From an optimization exercise on the open Yosys and OpenROAD flow, aimed at small area; shortcuts taken in it are not production practice. At most, simulation tests tie the RTL to the original design; equivalence was not proved. No driver is modelled on the clock port, so clocking that relies on it looks cheaper here than on a real chip. Power is estimated from default activity; no workload was simulated.

==> run D: inputs <==
// main
module main(
	input wire clk,
	input wire rst,
	output wire led5,
	output wire led6,
    output wire [7:0] disp_7seg_segments,
    output wire [2:0] disp_7seg_dig
);
    wire [9:0] displayed_val;
    wire disp7seg_tick;
    count1000 count1000_inst1(.clk(clk), .rst(rst), .value(displayed_val));
    clk_div_1000 clk_div_1000_inst1(.fast_clk(clk), .rst(rst), .tick(disp7seg_tick));
    NumberOn3_7Seg NumberOn3_7Seg_inst1(
        .clk(clk),
        .rst(rst),
        .seg_sw_en(disp7seg_tick),
        .Num(displayed_val),
        .Seg(disp_7seg_segments),
        .Dig(disp_7seg_dig)
    );
	blink blink_inst1(.clk(clk), .rst(rst), .led(led5));
	blink blink_inst2(.clk(clk), .rst(rst), .led(led6));
endmodule
==> module clk_div_1000, before the edit <==
module clk_div_1000(input wire fast_clk, input wire rst, output wire tick);
    reg [9:0] cntr;
    reg divided_clk;
    assign tick = (cntr >= 500) && !divided_clk;
    always @(posedge fast_clk) begin
        if (rst) begin
            cntr <= 0;
            divided_clk <= 0;
        end else begin
            cntr <= (cntr == 999) ? 0 : cntr + 1;
            divided_clk <= (cntr >= 500);
        end
    end
endmodule
==> module blink, before the edit <==
module blink(input wire clk, input wire rst, output wire led);
    reg [16:0] cntr;
    assign led = cntr > 50000 ? 1 : 0;
    always @(posedge clk) begin
        if (rst)
            cntr <= 0;
        else
            cntr <= (cntr == 100000) ? 0 : cntr + 1;
    end
endmodule
==> module LowLevel3_7Seg, before the edit <==
module LowLevel3_7Seg(
	input wire clk,
	input wire rst,
	input wire seg_sw_en,
	input wire [7:0] Dig1,
	input wire [7:0] Dig2,
	input wire [7:0] Dig3,
	output wire[7:0] Seg,
	output wire[2:0] Dig
);
	reg [1:0] curr_dig;
	assign Seg = (curr_dig == 0) ?  ~Dig1 : (curr_dig == 1) ? ~Dig2 : (curr_dig == 2) ? ~Dig3 : 8'b00000000;
	assign Dig = (curr_dig == 0) ?  1 : (curr_dig == 1) ? 2 : (curr_dig == 2) ? 4 : 3'b000;
	always @(posedge clk) begin
		if (rst)
			curr_dig <= 0;
		else if (seg_sw_en)
			curr_dig <= (curr_dig == 2) ? 0 : curr_dig + 1;
	end
endmodule
==> module DigToSegs, before the edit <==
module DigToSegs(input wire[3:0] DigVal, output wire [7:0] Seg);
	assign Seg = 
	(DigVal == 0) ? 8'b00111111 :
	(DigVal == 1) ? 8'b00000110 :
	(DigVal == 2) ? 8'b01011011 :
	(DigVal == 3) ? 8'b01001111 :
	(DigVal == 4) ? 8'b01100110 :
	(DigVal == 5) ? 8'b01101101 :
	(DigVal == 6) ? 8'b01111101 :
	(DigVal == 7) ? 8'b00000111 :
	(DigVal == 8) ? 8'b01111111 :
	(DigVal == 9) ? 8'b01101111 :
	(DigVal == 10) ? 8'b01110111 :
	(DigVal == 11) ? 8'b01111100 :
	(DigVal == 12) ? 8'b00111001 :
	(DigVal == 13) ? 8'b01011110 :
	(DigVal == 14) ? 8'b01111001 :
	(DigVal == 15) ? 8'b01110001 : 0;	
endmodule
==> module NumberOn3_7Seg, before the edit <==
module NumberOn3_7Seg(
	input wire clk,
	input wire rst,
	input wire seg_sw_en,
	input wire[9:0] Num,
	output wire[7:0] Seg,
	output wire[2:0] Dig
);
	wire[3:0] Dig1Val = Num / 100;
	wire[3:0] Dig2Val = (Num / 10) % 10;
	wire[3:0] Dig3Val = Num % 10;
	wire[7:0] Dig1;
	wire[7:0] Dig2;
	wire[7:0] Dig3;
	DigToSegs GetDig1(.DigVal(Dig1Val), .Seg(Dig1));
	DigToSegs GetDig2(.DigVal(Dig2Val), .Seg(Dig2));
	DigToSegs GetDig3(.DigVal(Dig3Val), .Seg(Dig3));
	LowLevel3_7Seg indicator(
		.clk(clk),
		.rst(rst),
		.seg_sw_en(seg_sw_en),
		.Dig1(Dig1),
		.Dig2(Dig2),
		.Dig3(Dig3),
		.Seg(Seg),
		.Dig(Dig)
	);	
endmodule
==> module count1000, before the edit <==
module count1000(input wire clk, input wire rst, output wire [9:0] value);
    reg [10:0] div_cntr;
    reg [9:0] out_cntr;
    reg divided_clk;
    wire tick = (div_cntr >= 1000) && !divided_clk;
    always @(posedge clk) begin
        if (rst) begin
            div_cntr <= 0;
            divided_clk <= 0;
            out_cntr <= 0;
        end else begin
            div_cntr <= (div_cntr == 1999) ? 0 : div_cntr + 1;
            divided_clk <= (div_cntr >= 1000);
            if (tick)
                out_cntr <= (out_cntr == 999) ? 0 : out_cntr + 1;
        end
    end
	 assign value = out_cntr;
endmodule
==> module main, before the edit <==
module main(
	input wire clk,
	input wire rst,
	output wire led5,
	output wire led6,
    output wire [7:0] disp_7seg_segments,
    output wire [2:0] disp_7seg_dig
);
    wire [9:0] displayed_val;
    wire disp7seg_tick;
    count1000 count1000_inst1(.clk(clk), .rst(rst), .value(displayed_val));
    clk_div_1000 clk_div_1000_inst1(.fast_clk(clk), .rst(rst), .tick(disp7seg_tick));
    NumberOn3_7Seg NumberOn3_7Seg_inst1(
        .clk(clk),
        .rst(rst),
        .seg_sw_en(disp7seg_tick),
        .Num(displayed_val),
        .Seg(disp_7seg_segments),
        .Dig(disp_7seg_dig)
    );
	blink blink_inst1(.clk(clk), .rst(rst), .led(led5));
	blink blink_inst2(.clk(clk), .rst(rst), .led(led6));
endmodule
make LEC_CHECK=0 CAP_MARGIN=20 CORE_MARGIN=2 CORE_UTILIZATION=40 SLEW_MARGIN=20 finish   # period 12.0 ns
run.sh (not shown) runs the stock make flow with config.mk's settings and CLKGATE_MAP_FILE= SYNTH_SCRIPT=/design/flow/synth_recipe.tcl, a recipe that flattens the netlist after the stock synthesis.
==> run Y (differences from run D) <==
==> flow/design.v (replaced) <==
module main(
	input wire clk,
	input wire rst,
	output wire led5,
	output wire led6,
    output wire [7:0] disp_7seg_segments,
    output wire [2:0] disp_7seg_dig
);
    localparam [8:0] PS_Z = 9'b010101010;
    localparam [8:0] PS_X = 9'b000101101;
    reg  [8:0] ps;
    wire ps_wrap = (ps == PS_X);
    wire ps_ld = rst | ps_wrap;
    reg  [1:0] q;
    always @(posedge clk) begin
        ps[8:1] <= ps_ld ? PS_Z[8:1] : ~ps[7:0];
        ps[0]   <= rst ? PS_Z[0] : ps_wrap ? ~PS_Z[0] : (ps[3] ^ ps[8]);
        q       <= rst ? 2'd0 : q + {1'b0, ps_wrap};
    end
    wire scan_tick = ps_wrap & ~q[0];
    wire num_tick  = ps_wrap & (q == 2'd1);
    reg [1:0] p;
    always @(posedge clk) begin
        if (rst)
            p <= 2'd0;
        else if (scan_tick)
            p <= {p[0], ~(p[0] | p[1])};
    end
    assign disp_7seg_dig = {p[1], p[0], ~(p[0] | p[1])};
    reg [3:0] d_u, d_t, d_h;
    wire u9 = (d_u == 4'd9);
    wire t9 = (d_t == 4'd9);
    wire h9 = (d_h == 4'd9);
    always @(posedge clk) begin
        if (rst) begin
            d_u <= 4'd0; d_t <= 4'd0; d_h <= 4'd0;
        end else if (num_tick) begin
            d_u <= u9 ? 4'd0 : d_u + 4'd1;
            if (u9) begin
                d_t <= t9 ? 4'd0 : d_t + 4'd1;
                if (t9)
                    d_h <= h9 ? 4'd0 : d_h + 4'd1;
            end
        end
    end
    wire [3:0] dv = p[0] ? d_t : p[1] ? d_u : d_h;
    reg  [6:0] pat;
    always @(*) begin
        case (dv)
            4'd0: pat = 7'h3f;
            4'd1: pat = 7'h06;
            4'd2: pat = 7'h5b;
            4'd3: pat = 7'h4f;
            4'd4: pat = 7'h66;
            4'd5: pat = 7'h6d;
            4'd6: pat = 7'h7d;
            4'd7: pat = 7'h07;
            4'd8: pat = 7'h7f;
            4'd9: pat = 7'h6f;
            default: pat = 7'bxxxxxxx;
        endcase
    end
    assign disp_7seg_segments = {1'b1, ~pat};
    localparam [15:0] BL_Z = 16'b1010101010101010;
    localparam [15:0] BL_X = 16'b0110110110111101;
    localparam [15:0] BL_M = 16'b1111001111111111;    
    reg [15:0] bl;
    reg led;
    wire bl_wrap = ((bl & BL_M) == (BL_X & BL_M));
    wire bl_ld = rst | bl_wrap;
    always @(posedge clk) begin
        bl[15:1] <= bl_ld ? BL_Z[15:1] : ~bl[14:0];
        bl[0]    <= rst ? BL_Z[0] : bl_wrap ? (led ? BL_Z[0] : ~BL_Z[0]) : (bl[12] ^ bl[15]);
        led      <= ~rst & (led ^ bl_wrap);
    end
    assign led5 = led;
    assign led6 = led;
endmodule
==> comparison <==
Run D completed without violations. Run Y ran to the end with no violations.
The die area of run D is 3.5 times that of run Y.
Clock power: run D is higher than run Y (140%).
In run Y the register-to-register slack is better than in run D, by 0.33 ns.
First-iteration DRC count: run Y is smaller than run D (88%).
Between run D and run Y, the lower clock-buffer cell count is in run Y (gap 6).
Between run Y and run D, the lower final cell count is in run Y (gap about 80%, measured against run D).

========
==> job 4882 <==
Another version of the RTL of main (not shown whole).
==> flow/design.v (excerpt) <==
module main(
	input wire clk,
	input wire rst,
	output wire led5,
	output wire led6,
    output wire [7:0] disp_7seg_segments,
    output wire [2:0] disp_7seg_dig
);
==> module main, before the edit <==
module main(
	input wire clk,
	input wire rst,
	output wire led5,
	output wire led6,
    output wire [7:0] disp_7seg_segments,
    output wire [2:0] disp_7seg_dig
);
    localparam [8:0] PS_Z = 9'b010101010;
    localparam [8:0] PS_X = 9'b000101101;
    reg  [8:0] ps;
    wire ps_wrap = (ps == PS_X);
    wire ps_ld = rst | ps_wrap;
    reg  [1:0] q;
    always @(posedge clk) begin
        ps[8:1] <= ps_ld ? PS_Z[8:1] : ~ps[7:0];
        ps[0]   <= rst ? PS_Z[0] : ps_wrap ? ~PS_Z[0] : (ps[3] ^ ps[8]);
        q[0]    <= ~rst & (q[0] ^ ps_wrap);
        q[1]    <= ~rst & (q[1] ^ (q[0] & ps_wrap));
    end
    wire scan_tick = ps_wrap & ~q[0];
    wire num_tick  = ps_wrap & (q == 2'd1);
    reg [1:0] p;
    always @(posedge clk) begin
        if (rst)
            p <= 2'd0;
        else if (scan_tick)
            p <= {p[0], ~(p[0] | p[1])};
    end
    assign disp_7seg_dig = {p[1], p[0], ~(p[0] | p[1])};
    reg [3:0] d_u, d_t, d_h;
    function [3:0] inc10(input [3:0] d);
        case (d)
            4'd0: inc10 = 4'd1;
            4'd1: inc10 = 4'd2;
            4'd2: inc10 = 4'd3;
            4'd3: inc10 = 4'd4;
            4'd4: inc10 = 4'd5;
            4'd5: inc10 = 4'd6;
            4'd6: inc10 = 4'd7;
            4'd7: inc10 = 4'd8;
            4'd8: inc10 = 4'd9;
            4'd9: inc10 = 4'd0;
            default: inc10 = 4'bxxxx;
        endcase
    endfunction
    wire u9 = d_u[3] & d_u[0];
    wire t9 = d_t[3] & d_t[0];
    wire en_t = num_tick & u9;
    wire en_h = en_t & t9;
    always @(posedge clk) begin
        d_u <= rst ? 4'd0 : num_tick ? inc10(d_u) : d_u;
        d_t <= rst ? 4'd0 : en_t ? inc10(d_t) : d_t;
        d_h <= rst ? 4'd0 : en_h ? inc10(d_h) : d_h;
    end
    wire [3:0] dv = p[0] ? d_t : p[1] ? d_u : d_h;
    reg  [6:0] pat;
    always @(*) begin
        case (dv)
            4'd0: pat = 7'h3f;
            4'd1: pat = 7'h06;
            4'd2: pat = 7'h5b;
            4'd3: pat = 7'h4f;
            4'd4: pat = 7'h66;
            4'd5: pat = 7'h6d;
            4'd6: pat = 7'h7d;
            4'd7: pat = 7'h07;
            4'd8: pat = 7'h7f;
            4'd9: pat = 7'h6f;
            default: pat = 7'bxxxxxxx;
        endcase
    end
    assign disp_7seg_segments = {1'b1, ~pat};
    localparam [15:0] BL_Z = 16'b1010101010101010;
    localparam [15:0] BL_X = 16'b0110110110111101;
    localparam [15:0] BL_M = 16'b1111001111111111;    
    reg [15:0] bl;
    reg led;
    wire bl_wrap = ((bl & BL_M) == (BL_X & BL_M));
    wire bl_ld = rst | bl_wrap;
    always @(posedge clk) begin
        bl[15:1] <= bl_ld ? BL_Z[15:1] : ~bl[14:0];
        bl[0]    <= rst ? BL_Z[0] : bl_wrap ? (led ? BL_Z[0] : ~BL_Z[0]) : (bl[12] ^ bl[15]);
        led      <= ~rst & (led ^ bl_wrap);
    end
    assign led5 = led;
    assign led6 = led;
endmodule
export LEC_CHECK = 0
export CAP_MARGIN = 20
export CORE_MARGIN = 2
export CORE_UTILIZATION = 70
export PLACE_DENSITY = 0.8
export SLEW_MARGIN = 20
create_clock -name core_clock -period 12.0 [get_ports {clk}]
standard.sh (not shown) runs the stock make flow with config.mk's settings and CLKGATE_MAP_FILE= SYNTH_SCRIPT=/design/flow/synth_recipe.tcl, a recipe that flattens the netlist after the stock synthesis.
==> flow/flow/run.sh <==
#!/bin/bash
# Own layout flow:
#  1. the standard synthesis, then an area re-mapping of its combinational
#     logic (registers kept as they are: same instances, names and cells);
#  2. the standard ORFS floorplan and placement, with buf_1 port buffers;
#  4. the standard ORFS routing and finishing.
set -euo pipefail
export HERE=$(pwd)
R=$HERE/orfs/results/sky130hd/main/base
LIB=$FLOW_HOME/platforms/sky130hd/lib/sky130_fd_sc_hd__tt_025C_1v80.lib
P=$FLOW_HOME/platforms/sky130hd

bash standard.sh synth > log_synth.txt 2>&1
cp $R/1_2_yosys.v $HERE/synth_standard.v

cat > $HERE/reopt.ys <<EOT
read_liberty -ignore_miss_func $LIB
setattr -mod -set keep_hierarchy 1 sky130_fd_sc_hd__dfxtp_1
read_verilog $HERE/synth_standard.v
hierarchy -top $FLOW_TOP
flatten
delete t:\$scopeinfo
opt_clean -purge
abc -liberty $LIB -dont_use *lpflow* -dont_use *probe* -script $HERE/flow/area.abc
opt_clean -purge
hilomap -singleton -hicell sky130_fd_sc_hd__conb_1 HI -locell sky130_fd_sc_hd__conb_1 LO
rename -hide w:*.*
select -module $FLOW_TOP
tee -o $HERE/reopt_stat.txt stat -liberty $LIB
write_verilog -noattr -selected $HERE/synth_reopt.v
EOT
yosys -s $HERE/reopt.ys > log_reopt.txt 2>&1
cp $HERE/synth_reopt.v $R/1_2_yosys.v
rm -f $R/1_synth.odb

export BUFFER_PORTS_ARGS="-buffer_cell sky130_fd_sc_hd__buf_1"
bash standard.sh place > log_place.txt 2>&1

best=""
for cfg in "2 clkbuf_4" "3 clkbuf_4" "2 clkbuf_8" "4 clkbuf_4" "3 clkbuf_8" "4 clkbuf_8" "2 clkbuf_16" "3 clkbuf_16" "4 clkbuf_16"; do
  set -- $cfg
  export CLK_K=$1 CLK_BUF=$2 OUT_DB=$HERE/cts_$1_$2.odb OUT_SDC=$HERE/cts_$1_$2.sdc
  cat > $HERE/cts_$1_$2.tcl <<EOT
read_lef $P/lef/sky130_fd_sc_hd.tlef
read_lef $P/lef/sky130_fd_sc_hd_merged.lef
read_liberty $LIB
read_db $R/3_place.odb
read_sdc $R/3_place.sdc
source $HERE/flow/clk_try.tcl
EOT
  openroad -no_init -exit $HERE/cts_$1_$2.tcl > log_cts_$1_$2.txt 2>&1 || continue
  s=$(awk '/^MAXSLEW/{print $2}' log_cts_$1_$2.txt)
  echo "$cfg $s" >> log_cts_choice.txt
  if awk -v s="$s" 'BEGIN{exit !(s != "" && s < 0.110)}'; then best="$1_$2"; break; fi
done
[ -n "$best" ] || { echo "no clock network candidate met the slew target" >> log_cts_choice.txt; exit 1; }
echo "chosen $best" >> log_cts_choice.txt
cp $HERE/cts_$best.sdc $R/4_cts.sdc
cp $HERE/cts_$best.odb $R/4_1_cts.odb

bash standard.sh finish > log_finish.txt 2>&1
==> flow/flow/area.abc <==
&get -n
&deepsyn -T 30
&put
dch -f
&get -n
&nf -R 1000
&put
==> flow/flow/clk_split.tcl <==
# split the flip-flops into K groups (by k-means on location) and drive
# each group's clock pins from its own buffer of type BUF placed at the group's centre
proc clk_split {K BUF} {
  set block [ord::get_db_block]
  set pts {}
  foreach inst [$block getInsts] {
    set m [$inst getMaster]
    if {![$m isSequential]} continue
    set bb [$inst getBBox]
    lappend pts [list [$inst getName] [expr {([$bb xMin]+[$bb xMax])/2.0}] [expr {([$bb yMin]+[$bb yMax])/2.0}]]
  }
  set pts [lsort -real -index 1 $pts]
  set n [llength $pts]
  set cs {}
  for {set k 0} {$k < $K} {incr k} {
    set p [lindex $pts [expr {int(($k+0.5)*$n/$K)}]]
    lappend cs [list [lindex $p 1] [lindex $p 2]]
  }
  for {set it 0} {$it < 50} {incr it} {
    set groups {}
    for {set k 0} {$k < $K} {incr k} { lappend groups {} }
    foreach p $pts {
      set best -1; set bd 1e30
      for {set k 0} {$k < $K} {incr k} {
        set c [lindex $cs $k]
        set d [expr {pow([lindex $p 1]-[lindex $c 0],2)+pow([lindex $p 2]-[lindex $c 1],2)}]
        if {$d < $bd} {set bd $d; set best $k}
      }
      lset groups $best [concat [lindex $groups $best] [list $p]]
    }
    set cs {}
    foreach g $groups {
      set sx 0; set sy 0
      foreach p $g { set sx [expr {$sx+[lindex $p 1]}]; set sy [expr {$sy+[lindex $p 2]}] }
      set m [llength $g]; if {$m == 0} {set m 1}
      lappend cs [list [expr {$sx/$m}] [expr {$sy/$m}]]
    }
  }
  set dbu [$block getDbUnitsPerMicron]
  set k 0
  foreach g $groups c $cs {
    if {[llength $g] == 0} continue
    set pins {}
    foreach p $g { lappend pins [get_pins "[lindex $p 0]/CLK"] }
    insert_buffer -buffer_cell $BUF -load_pins $pins -location [list [expr {[lindex $c 0]/$dbu}] [expr {[lindex $c 1]/$dbu}]] -buffer_name clkbuf_leaf_$k -net_name clk_leaf_$k
    incr k
  }
}
==> flow/flow/clk_try.tcl <==
# Clock network in place of TritonCTS: the flip-flops are split into K groups,
# each driven by one buffer of type BUF at the group's centre, the buffers
# driven straight from the clock port (K <= 4). Prints the worst clock-pin slew.
source $::env(FLOW_HOME)/platforms/sky130hd/setRC.tcl
source $::env(HERE)/flow/clk_split.tcl
clk_split $::env(CLK_K) sky130_fd_sc_hd__$::env(CLK_BUF)
detailed_placement
set_propagated_clock [all_clocks]
estimate_parasitics -placement
set mx 0
foreach p [all_registers -edge_triggered -clock_pins] {
  foreach t {rise fall} { set s [get_property $p slew_max_$t] ; if {$s > $mx} {set mx $s} }
}
puts "MAXSLEW $mx"
report_clock_skew
report_checks -path_delay min
report_checks -path_delay max
write_db $::env(OUT_DB)
write_sdc $::env(OUT_SDC)
==> inputs of job 3856, as changes to job 4882 <==
==> flow/design.v, changed modules only <==
module main(
	input wire clk,
	input wire rst,
	output wire led5,
	output wire led6,
    output wire [7:0] disp_7seg_segments,
    output wire [2:0] disp_7seg_dig
);
    localparam [8:0] PS_Z = 9'b010101010;
    localparam [8:0] PS_X = 9'b000101101;
    reg  [8:0] ps;
    wire ps_wrap = (ps == PS_X);
    wire ps_ld = rst | ps_wrap;
    reg  [1:0] q;
    always @(posedge clk) begin
        ps[8:1] <= ps_ld ? PS_Z[8:1] : ~ps[7:0];
        ps[0]   <= rst ? PS_Z[0] : ps_wrap ? ~PS_Z[0] : (ps[3] ^ ps[8]);
        q[0]    <= ~rst & (q[0] ^ ps_wrap);
        q[1]    <= ~rst & (q[1] ^ (q[0] & ps_wrap));
    end
    wire scan_tick = ps_wrap & ~q[0];
    wire num_tick  = ps_wrap & (q == 2'd1);
    reg [1:0] p;
    always @(posedge clk) begin
        if (rst)
            p <= 2'd0;
        else if (scan_tick)
            p <= {p[0], ~(p[0] | p[1])};
    end
    wire s0 = ~(p[0] | p[1]);
    assign disp_7seg_dig = {p[1], p[0], s0};
    reg [3:0] d_u, d_t, d_h;
    function [3:0] tog(input [3:0] d);
        tog = {(d[2] & d[1] & d[0]) | (d[3] & d[0]), d[1] & d[0], d[0] & ~d[3], 1'b1};
    endfunction
    wire u9 = d_u[3] & d_u[0];
    wire t9 = d_t[3] & d_t[0];
    wire en_t = num_tick & u9;
    wire en_h = en_t & t9;
    always @(posedge clk) begin
        d_u <= {4{~rst}} & (d_u ^ ({4{num_tick}} & tog(d_u)));
        d_t <= {4{~rst}} & (d_t ^ ({4{en_t}} & tog(d_t)));
        d_h <= {4{~rst}} & (d_h ^ ({4{en_h}} & tog(d_h)));
    end
    wire [3:0] dv = ({4{s0}} & d_h) | ({4{p[0]}} & d_t) | ({4{p[1]}} & d_u);
    reg  [6:0] pat;
    always @(*) begin
        case (dv)
            4'd0: pat = 7'h3f;
            4'd1: pat = 7'h06;
            4'd2: pat = 7'h5b;
            4'd3: pat = 7'h4f;
            4'd4: pat = 7'h66;
            4'd5: pat = 7'h6d;
            4'd6: pat = 7'h7d;
            4'd7: pat = 7'h07;
            4'd8: pat = 7'h7f;
            4'd9: pat = 7'h6f;
            default: pat = 7'bxxxxxxx;
        endcase
    end
    assign disp_7seg_segments = {1'b1, ~pat};
    localparam [15:0] BL_Z = 16'b1010101010101010;
    localparam [15:0] BL_X = 16'b0110110110111101;
    localparam [15:0] BL_M = 16'b1111001111111111;    
    reg [15:0] bl;
    reg led;
    wire bl_wrap = ((bl & BL_M) == (BL_X & BL_M));
    wire bl_ld = rst | bl_wrap;
    always @(posedge clk) begin
        bl[15:1] <= bl_ld ? BL_Z[15:1] : ~bl[14:0];
        bl[0]    <= rst ? BL_Z[0] : bl_wrap ? (led ? BL_Z[0] : ~BL_Z[0]) : (bl[12] ^ bl[15]);
        led      <= ~rst & (led ^ bl_wrap);
    end
    assign led5 = led;
    assign led6 = led;
endmodule
--- a/flow/flow/run.sh
+++ b/flow/flow/run.sh
@@ -3,3 +3,4 @@
 #  1. the standard synthesis, then an area re-mapping of its combinational
-#     logic (registers kept as they are: same instances, names and cells);
+#     logic (registers kept as they are: same instances, names and cells),
+#     the smallest of several ABC runs (flow/reopt.sh);
 #  2. the standard ORFS floorplan and placement, with buf_1 port buffers;
@@ -15,19 +16,4 @@
 
-cat > $HERE/reopt.ys <<EOT
-read_liberty -ignore_miss_func $LIB
-setattr -mod -set keep_hierarchy 1 sky130_fd_sc_hd__dfxtp_1
-read_verilog $HERE/synth_standard.v
-hierarchy -top $FLOW_TOP
-flatten
-delete t:\$scopeinfo
-opt_clean -purge
-abc -liberty $LIB -dont_use *lpflow* -dont_use *probe* -script $HERE/flow/area.abc
-opt_clean -purge
-hilomap -singleton -hicell sky130_fd_sc_hd__conb_1 HI -locell sky130_fd_sc_hd__conb_1 LO
-rename -hide w:*.*
-select -module $FLOW_TOP
-tee -o $HERE/reopt_stat.txt stat -liberty $LIB
-write_verilog -noattr -selected $HERE/synth_reopt.v
-EOT
-yosys -s $HERE/reopt.ys > log_reopt.txt 2>&1
+bash $HERE/flow/reopt.sh $HERE/synth_standard.v $HERE/synth_reopt.v $HERE/reopt $FLOW_TOP $LIB > log_reopt.txt 2>&1
+cp $HERE/reopt/summary.txt $HERE/reopt_summary.txt
 cp $HERE/synth_reopt.v $R/1_2_yosys.v
==> flow/flow/reopt.sh (new file) <==
#!/bin/bash
# reopt.sh IN.v OUT.v WORKDIR TOP LIB : re-map the combinational logic of a mapped
# netlist for area, flip-flops kept as they are (same instances, names, cells).
# Tries several ABC scripts and seeds, 4 at a time, and keeps the smallest result
# (the input netlist itself counts as a candidate).
set -uo pipefail
IN=$1; OUT=$2; W=$3; TOP=$4; LIB=$5
mkdir -p $W
cat > $W/in.ys <<EOT
read_liberty -lib $LIB
read_verilog $IN
hierarchy -top $TOP
tee -o $W/in.stat stat -liberty $LIB
EOT
yosys -s $W/in.ys > $W/in.log 2>&1
cp $IN $W/in.v
pids=()
for s in 1 2 3 4; do
  for v in a b; do
    n=${v}${s}
    if [ $v = a ]; then
      printf '&get -n\n&deepsyn -T 20 -S %d\n&put\n&get -n\n&dch -f\n&nf -R 1000\n&put\n' $s > $W/$n.abc
    else
      printf '&get -n\n&deepsyn -T 20 -S %d\n&put\ndch -f\n&get -n\n&nf -R 1000\n&put\nmfs2 -a\n&get -n\n&nf -R 1000\n&put\n' $((s+10)) > $W/$n.abc
    fi
    cat > $W/$n.ys <<EOT
read_liberty -ignore_miss_func $LIB
setattr -mod -set keep_hierarchy 1 sky130_fd_sc_hd__dfxtp_1
read_verilog $IN
hierarchy -top $TOP
flatten
delete t:\$scopeinfo
opt_clean -purge
abc -liberty $LIB -dont_use *lpflow* -dont_use *probe* -script $W/$n.abc
opt_clean -purge
hilomap -singleton -hicell sky130_fd_sc_hd__conb_1 HI -locell sky130_fd_sc_hd__conb_1 LO
rename -hide w:*.*
select -module $TOP
tee -o $W/$n.stat stat -liberty $LIB
write_verilog -noattr -selected $W/$n.v
EOT
    ( yosys -s $W/$n.ys > $W/$n.log 2>&1 ) &
    pids+=($!)
    if [ ${#pids[@]} -ge 4 ]; then wait ${pids[@]}; pids=(); fi
  done
done
wait
for f in $W/*.stat; do a=$(awk '/Chip area/{print $NF}' $f); [ -n "$a" ] && echo "$a ${f%.stat}"; done | sort -g > $W/summary.txt
best=$(head -1 $W/summary.txt)
cp ${best#* }.v $OUT
--- a/flow/config.mk
+++ b/flow/config.mk
@@ -9,4 +9,4 @@
 export CORE_MARGIN = 2
-export CORE_UTILIZATION = 70
-export PLACE_DENSITY = 0.8
+export CORE_UTILIZATION = 85
+export PLACE_DENSITY = 0.9
 export SLEW_MARGIN = 20
removed: flow/flow/area.abc
==> inputs of job 8684, as changes to job 4882 <==
==> flow/flow/run.sh (replaced) <==
#!/bin/bash
# Own layout flow: the standard synthesis, then an area re-mapping of its
# combinational logic (registers kept as they are, same instances and names),
# then the standard ORFS steps with smaller port buffers and a lighter clock tree.
set -euo pipefail
HERE=$(pwd)
R=$HERE/orfs/results/sky130hd/main/base
LIB=$FLOW_HOME/platforms/sky130hd/lib/sky130_fd_sc_hd__tt_025C_1v80.lib

bash standard.sh synth > log_synth.txt 2>&1
cp $R/1_2_yosys.v $HERE/synth_standard.v

cat > $HERE/reopt.ys <<EOT
read_liberty -ignore_miss_func $LIB
setattr -mod -set keep_hierarchy 1 sky130_fd_sc_hd__dfxtp_1
read_verilog $HERE/synth_standard.v
hierarchy -top $FLOW_TOP
flatten
delete t:\$scopeinfo
opt_clean -purge
abc -liberty $LIB -dont_use *lpflow* -dont_use *probe* -script $HERE/flow/area.abc
opt_clean -purge
hilomap -singleton -hicell sky130_fd_sc_hd__conb_1 HI -locell sky130_fd_sc_hd__conb_1 LO
rename -hide w:*.*
select -module $FLOW_TOP
tee -o $HERE/reopt_stat.txt stat -liberty $LIB
write_verilog -noattr -selected $HERE/synth_reopt.v
EOT
yosys -s $HERE/reopt.ys > log_reopt.txt 2>&1
cp $HERE/synth_reopt.v $R/1_2_yosys.v
rm -f $R/1_synth.odb

bash standard.sh \
  BUFFER_PORTS_ARGS="-buffer_cell sky130_fd_sc_hd__buf_1" \
  CTS_ARGS="-sink_clustering_enable -repair_clock_nets -buf_list sky130_fd_sc_hd__clkbuf_8 -sink_clustering_size 50 -sink_clustering_max_diameter 300 -dont_use_dummy_load" \
  finish > log_finish.txt 2>&1
--- a/flow/config.mk
+++ b/flow/config.mk
@@ -9,4 +9,3 @@
 export CORE_MARGIN = 2
-export CORE_UTILIZATION = 70
-export PLACE_DENSITY = 0.8
+export CORE_UTILIZATION = 40
 export SLEW_MARGIN = 20
removed: flow/flow/clk_split.tcl
removed: flow/flow/clk_try.tcl
==> run summary <==
Job 4882 completed without violations. Job 3856 did not get past global placement without I/O. Job 8684 produced a clean layout.
Against job 8684, the sequential share of layout area of job 4882 is higher by 1.7 points.
Of job 8684 and job 4882, job 4882 has the higher routed wire length (gap 2.1%, measured against job 4882).
Non-clock buffer count is the same in job 8684 and job 4882.
Cell area: job 4882 is smaller than job 8684 (about 3.2%).
For job 4882 and job 8684, only the layout was checked, not whether the RTL still works.

-- afterwards: timing with drivers on the ports --
Ports are ideal in the flow. The routed layouts listed here were re-timed in OpenROAD.
Step 1 sets driving cells, clkbuf_16 on the clock port and buf_2 on the other inputs (assumed; they add their load-dependent delay and slew).
Step 2 also shifts input and output timing later by t, the mid clock arrival at the registers, as if the neighbouring blocks saw the same clock.
a / b / c = no drivers / after step 1 / after step 2; a / b = the first two.
run | t (ns) | setup slack, ns | worst setup path at the end | worst data-port slew with drivers (ns)
run D | 0.365 | 0.758 / 0.718 / 1.083 | register to output | 0.03
run Y | 0.309 | 6.871 / 6.846 / 7.156 | register to output | 0.03
job 4882 | 0.185 | 7.206 / 7.163 / 7.348 | register to output | 0.03
job 8684 | 0.307 | 7.081 / 7.056 / 7.363 | register to output | 0.03
After both steps setup and hold are still met in every run listed.
